Context: an optimization exercise on an open-source flow, tuned for small area and few clock cycles per item. The choices shown serve that exercise and are no tape-out recipe.
The RTL was checked by simulation tests, not by an equivalence proof against the original design.
No activity file was given, so power comes from the tool's default toggle rates.

$ cat flow/config.mk
export PLATFORM = sky130hd
export DESIGN_NAME = link_node
export DESIGN_NICKNAME = link_node
export VERILOG_FILES = /design/flow/design.v
export SDC_FILE = /design/flow/constraint.sdc
export NUM_CORES = 4
export LEC_CHECK = 0
export CAP_MARGIN = 20
export CORE_MARGIN = 2
export CORE_UTILIZATION = 40
export PLACE_DENSITY = 0.6
export SLEW_MARGIN = 20
$ cat flow/constraint.sdc
create_clock -name core_clock -period 10.0 [get_ports {clk}]
set_input_delay 2.0000 -clock core_clock [delete_from_list [all_inputs] [get_ports {clk}]]
set_output_delay 2.0000 -clock core_clock [all_outputs]
set_load 0.01 [all_outputs]
$ cat flow/design.v
module FIFO(
    input clk,
    input reset, 
    input [15:0] data_in,
    input read_en,
    input write_en,
    output reg [15:0] data_out,
    output  full,
    output  empty
    );
    reg [15:0]mem[15:0];
    reg [4:0]rd_pointer;
    reg [4:0]wr_pointer;
    always@(posedge clk)
    begin
        if(reset) begin
            data_out <= 16'd0;
            rd_pointer <= 5'd0;
            wr_pointer <= 5'd0;
        end
        else begin
            if(write_en && !full)
            begin
                    mem[wr_pointer[3:0]] <= data_in;
                    wr_pointer <= wr_pointer + 1; 
            end
            if(read_en && !empty)begin
                data_out <= mem[rd_pointer[3:0]]; 
                rd_pointer <= rd_pointer + 1; 
            end
        end
    end
    assign full = (wr_pointer == {~rd_pointer[4],rd_pointer[3:0]});
    assign empty = wr_pointer == rd_pointer;
endmodule
module cdc_sync (
    input   clk_dest,  
    input   rst_dest,  
    input   signal_in, 
    output  signal_out 
);
    reg s1_sync_reg ;
    reg s2_sync_reg ;
    always @(posedge clk_dest or posedge rst_dest) begin
        if (rst_dest) begin
            s1_sync_reg <= 1'b0;
            s2_sync_reg <= 1'b0;
        end
        else begin
            s1_sync_reg <= signal_in;
            s2_sync_reg <= s1_sync_reg;
        end
    end
    assign signal_out = s2_sync_reg;
endmodule
`timescale 1ns / 1ps
module transmitter (
    input          clk_tx,
    input          rst_tx,
    input   [15:0] data_in,  
    input          wr_en,   
    output         fifo_full, 
    output reg  [15:0] parallel_data_out,
    output reg         parallel_valid_out,
    input          parallel_ready_in
);
    wire [15:0] fifo_rd_data;
    wire        fifo_empty;
    wire        fifo_rd_en; 
    FIFO fifo(
         .clk(clk_tx),
         .reset(rst_tx), 
         .data_in(data_in),
         .read_en(fifo_rd_en),
         .write_en(wr_en),
         .data_out(fifo_rd_data),
         .full(fifo_full),
         .empty(fifo_empty)
    );
    parameter IDLE             = 3'b000;
    parameter DATA_READY        = 3'b001;
    parameter WAIT_ACK         = 3'b010;
    parameter WAIT_READY_LOW   = 3'b100; 
    reg [2:0] state;
    wire ready_sync;
    cdc_sync sync_ready (
        .clk_dest   (clk_tx),
        .rst_dest   (rst_tx),
        .signal_in  (parallel_ready_in),
        .signal_out (ready_sync)
    );
    assign fifo_rd_en = (state == IDLE) && !fifo_empty;
    always @(posedge clk_tx or posedge rst_tx) begin
        if (rst_tx) begin
            state                <= IDLE;
            parallel_data_out    <= 16'b0;
            parallel_valid_out   <= 1'b0;
        end
        else begin
            case (state)
                IDLE: begin
                    parallel_valid_out <= 1'b0;
                    if (fifo_rd_en) begin 
                        state <= DATA_READY;
                    end
                end
                DATA_READY: begin
                    parallel_data_out <= fifo_rd_data; 
                    parallel_valid_out <= 1'b1;      
                    state              <= WAIT_ACK;
            end
                WAIT_ACK: begin
                    if (ready_sync) begin
                        parallel_valid_out <= 1'b0;  
                        state              <= WAIT_READY_LOW;
                    end
                end
                WAIT_READY_LOW: begin
                    if (!ready_sync) begin
                        state <= IDLE; 
                    end
                end
                default: begin
                    state <= IDLE;
                end
            endcase
        end
    end
endmodule
`timescale 1ns / 1ps
module Receiver (
    input  wire        clk_rx,
    input  wire        rst_rx,
    output wire [15:0] data_out,  
    input  wire        rd_en,    
    output wire        fifo_empty, 
    input  wire [15:0] parallel_data_in,
    input  wire        parallel_valid_in,
    output reg         parallel_ready_out
);
    wire        fifo_wr_en;
    wire        fifo_full;
    reg  [15:0] data_to_fifo; 
    FIFO fifo(
         .clk(clk_rx),
         .reset(rst_rx), 
         .data_in(data_to_fifo),
         .read_en(rd_en),
         .write_en(fifo_wr_en),
         .data_out(data_out),
         .full(fifo_full),
         .empty(fifo_empty)
    );
    parameter IDLE             = 2'b00;
    parameter WAIT_VALID_LOW   = 2'b01;
    reg [1:0] state;
    wire valid_sync;
    cdc_sync sync_valid (
        .clk_dest   (clk_rx),
        .rst_dest   (rst_rx),
        .signal_in  (parallel_valid_in),
        .signal_out (valid_sync)
    );
    assign fifo_wr_en = (state == WAIT_VALID_LOW) && !valid_sync;
    always @(posedge clk_rx or posedge rst_rx) begin
        if (rst_rx) begin
            state              <= IDLE;
            parallel_ready_out <= 1'b0;
            data_to_fifo       <= 16'b0;
        end
        else begin
            case (state)
                IDLE: begin
                    parallel_ready_out <= 1'b0;
                    if (valid_sync && !fifo_full) begin 
                        data_to_fifo       <= parallel_data_in; 
                        parallel_ready_out <= 1'b1;         
                        state              <= WAIT_VALID_LOW;
                    end
                end
                WAIT_VALID_LOW: begin
                    if (!valid_sync) begin
                        parallel_ready_out <= 1'b0; 
                        state              <= IDLE;
                    end
                end
                default: begin
                    state <= IDLE;
                end
            endcase
        end
    end
endmodule
`timescale 1ns / 1ps
module link_node (
    input  wire        clk,
    input  wire        rst,
    input  wire [15:0] tx_data_in,
    input  wire        tx_wr_en,
    output wire        tx_fifo_full,
    output wire [15:0] tx_parallel_data_out,
    output wire        tx_parallel_valid_out,
    input  wire        tx_parallel_ready_in,
    output wire [15:0] rx_data_out,
    input  wire        rx_rd_en,
    output wire        rx_fifo_empty,
    input  wire [15:0] rx_parallel_data_in,
    input  wire        rx_parallel_valid_in,
    output wire        rx_parallel_ready_out
);
    transmitter u_tx (
        .clk_tx             (clk),
        .rst_tx             (rst),
        .data_in            (tx_data_in),
        .wr_en              (tx_wr_en),
        .fifo_full          (tx_fifo_full),
        .parallel_data_out  (tx_parallel_data_out),
        .parallel_valid_out (tx_parallel_valid_out),
        .parallel_ready_in  (tx_parallel_ready_in)
    );
    Receiver u_rx (
        .clk_rx             (clk),
        .rst_rx             (rst),
        .data_out           (rx_data_out),
        .rd_en              (rx_rd_en),
        .fifo_empty         (rx_fifo_empty),
        .parallel_data_in   (rx_parallel_data_in),
        .parallel_valid_in  (rx_parallel_valid_in),
        .parallel_ready_out (rx_parallel_ready_out)
    );
endmodule
$ cat flow/run.sh
#!/bin/bash
# synth_recipe.tcl (not shown) runs the flow's synth.tcl, then flattens the netlist and writes it again
# the make line also repeats each setting of config.mk as NAME=value (left out here)
make -C /OpenROAD-flow-scripts/flow DESIGN_CONFIG=/design/flow/config.mk WORK_HOME=/design/flow/orfs CLKGATE_MAP_FILE= SYNTH_SCRIPT=/design/flow/synth_recipe.tcl finish
==> impl_metrics.tcl <==
set metrics [dict create \
    cellLeakagePower_nw 8.625 \
    drive_gt1_share_pct 25.64 \
    cts-root-buf "clkbuf_16" \
    routed_wl_mm 49.68 \
    end_kind "output pin" \
    dr_total_vias 11776 \
    reg2reg_to "u_tx.fifo.data_out[7]" \
    initial_core_util_pct 40.67 \
    synth.area.mux_share_pct 14.09 \
    antenna_left 0 \
    cp_slowest_cell "dfxtp_1" \
    place_congestion 0.7910 \
    cts_inserted_buffers 59 \
    critPathMaxFanout 17 \
    htreeDepth 2 \
    clk_pin_slew_ns 0.06 \
    layout_commonest_cell "edfxtp_1" \
    grt_max_degree 65 \
    hold_violations 0 \
    synthesis.area_sq_um 23550 \
    synth_cells 1276 \
    synth_compound_area_share_pct 4.643 \
    ys_ff_latch 606 \
    timing.fmax_mhz 203.9 \
    setup_viol 0 \
    antenna_cells 0 \
    hold_path_class "flop to flop" \
    drv_cap 0 \
    finalCritPeriodShare_pct 49.05 \
    area_growth_pct 15.92 \
    clk_path_buf_depth 3 \
    synth-adder-area-share_pct 0.5312 \
    synthDistinctLibCells 49 \
    async_flop_share_pct 6.931 \
    pre_cts_ws_ns 5.211 \
    power_per_cell_area_nw_per_um2 219.3 \
    die_w_microns 246.7 \
    crit_path_cell_trace "xnor2_1 -> nand4_1 -> nor2_1 -> clkdlybuf4s50_1" \
    drt-vias-per-instance 5.399 \
    rr_worst_depth 6 \
    ir_drop_uv 248.2 \
    grt_pass1_vias 12144 \
    grt.total_usage_pct 16.58 \
    drt_first_iter_violations 802 \
    drc_errors 0 \
    cts_tree "yes" \
    overflow 0 \
    tightest_slew_ns 1.032 \
    period_needed_ns 4.905 \
    hold_path_depth 0 \
    grt_pass1_wl_mm 75.47 \
    crit_path_start_kind "flop" \
    whs_endpoint "u_tx.sync_ready.s2_sync_reg" \
    cp_slowest_stage_delay_ns 0.81 \
    numPlacedInstances 2069 \
    nFillCells 4872 \
    rsz0062_at_grt "no" \
    ys_seq_area_share_pct 74.16 \
    clk_latency_ns 0.63 \
    io_buffers 73 \
    synth_top_family_by_area "multiplexers" \
    fin_nets 1413 \
    fin_cells 2181 \
    drtPass1Iterations 6 \
    synthSimpleGateAreaFrac_pct 3.904 \
    synth_fp_nets 1324 \
    r2r_start "u_tx.fifo.rd_pointer[1]" \
    fin_ws_ns 5.095 \
    yosys.area.top_type "edfxtp_1" \
    synth_area_leaders "edfxtp_1, mux4_2, dfrtp_1" \
    core.rowCount 88 \
    most-common-layout-cells "edfxtp_1, mux4_2, mux2_2" \
    cp.arrival_ns 2.91 \
    finClkSkew_ns 0.04020 \
    worstHoldStart "u_tx.sync_ready.s1_sync_reg" \
    regToRegSetupSlack_ns 6.82 \
    crit_required_ns 8.00 \
    relSlewSlack_pct 31.20 \
    cts_resized 0 \
    hold_buffers 0 \
    antenna_found_initial 0 \
    die-area_sq_um 60840 \
    path_buf_inv 1 \
    hpwl_mm 30.21 \
    coreArea_sq_um 57920 \
    yosys.area.top_type_share_pct 65.27 \
    cts_setup_buffers 0 \
    crit_type "flop to output pin" \
    ys.flop_type "edfxtp_1" \
    syn_avg_cell_area_sq_um 18.46 \
    ys.warnings.count 4 \
    synth_xor_area_share_pct 0.8021 \
    cp_top_family "flip-flops" \
    tns_ns 0 \
    synth-edff-count 512 \
    status "finished clean" \
    timing.final.max_slew_violations 0 \
    die_h_microns 246.7 \
    ioPinCount 74 \
    cts.sinks 606 \
    wl_per_cell_microns 22.78 \
]
logic make-up after synthesis:
logic type / after synthesis
compound gates: 186
xor+xnor: 19
fa+ha+maj: 10
buf+inv: 90
flops: 606
mux: 196
simple gates: 169
final cells by class:
class	count	area [sq um]	share of cell area, %
Sequential cell	606	17480	64.04
Multi-Input combinational cell	580	5781	21.17
Clock buffer	77	1597	5.847
Timing Repair Buffer	110	1008	3.694
Tap cell	765	957.2	3.506
Clock inverter	35	445.4	1.631
Inverter	8	31.28	0.1146
worst max path at each step:
stage                                        from                     to  slack, ns  cells after the start
final                     u_tx.fifo.wr_pointer[3]           tx_fifo_full       5.09                      4
after global routing      u_tx.fifo.wr_pointer[3]           tx_fifo_full       4.79                      4
after CTS                 u_tx.fifo.wr_pointer[3]           tx_fifo_full       5.02                      4
after detailed placement                      rst  u_rx.fifo.mem[11][13]       5.21                      4
after global placement                        rst   u_rx.fifo.mem[9][13]       5.23                      4
after floorplan                               rst    u_rx.fifo.mem[3][0]       5.27                      5
synthesized netlist by cell type, drive strengths merged, types with 16 or more instances:
| cell type | instances |
|---|---|
| edfxtp | 512 |
| mux2 | 97 |
| mux4 | 96 |
| a21oi | 71 |
| dfxtp | 52 |
| nor3 | 48 |
| buf | 45 |
| dfrtp | 42 |
| o21ai | 40 |
| clkbuf | 37 |
| nor2b | 33 |
| a211oi | 32 |
| o22ai | 32 |
| nor2 | 23 |
| nand2 | 22 |
| xnor2 | 16 |
per-layer routing:
| metal | vias to the layer above | track usage, % | routed length [microns] |
|---|---|---|---|
| met4 | 0 | 5.298 | 1294 |
| li1 | 5299 | - | - |
| met1 | 6092 | 23.25 | 21760 |
| met3 | 80 | 2.659 | 2690 |
| met2 | 305 | 26.61 | 23930 |
| met5 | - | 0 | 0 |
worst reg2reg max path, delay by kind of cell (launching register included):
| family | cells | cell delay, ns |
|---|---|---|
| AND/OR/NAND/NOR | 2 | 1.36 |
| flip-flops | 1 | 0.64 |
| buffers and inverters | 1 | 0.63 |
| AO/OA/AOI/OAI | 3 | 0.48 |
through the flow:
step           power [mW]  hold slack (ns)  cell area (sq um)  utilization (%)
6_report            5.987           0.3539              27300            47.14
5_1_grt             6.210           0.3639              27300            47.14
4_1_cts             6.053           0.3549              27300            47.14
3_5_place_dp        3.739           0.3386              25260            43.62
3_3_place_gp        3.733           0.3385              25260            43.62
2_1_floorplan       3.431           0.3312              23550                -
report_power, final:
group,internal (mW),total (mW),switching (mW)
Sequential,2.87,2.99,0.113
Combinational,0.301,0.692,0.391
Clock,1.34,2.31,0.966
Testbench counts, summed over its fixed seeds: cycles 6,120, items 1,024.

## separate check: timing with driven ports
Ports are ideal in the flow. The routed layout listed here was re-timed in OpenROAD.
Step 1: set_driving_cell puts a clkbuf_16 on clk and a buf_2 on each other input, an assumption about the parent block.
Step 2 also shifts input and output timing later by t, the mid clock arrival at the registers, as if the neighbouring blocks saw the same clock.
a / b / c = ideal ports / drivers / drivers and shift; a / b = the first two.
shift t [ns]: 0.672
setup WS [ns]: 5.095 / 5.036 / 5.250
pins driven straight from the clock port: 1
After both steps setup and hold are still met in this run. The setup slack of this run moves by -0.059 ns with the drivers and by +0.155 ns with both steps.
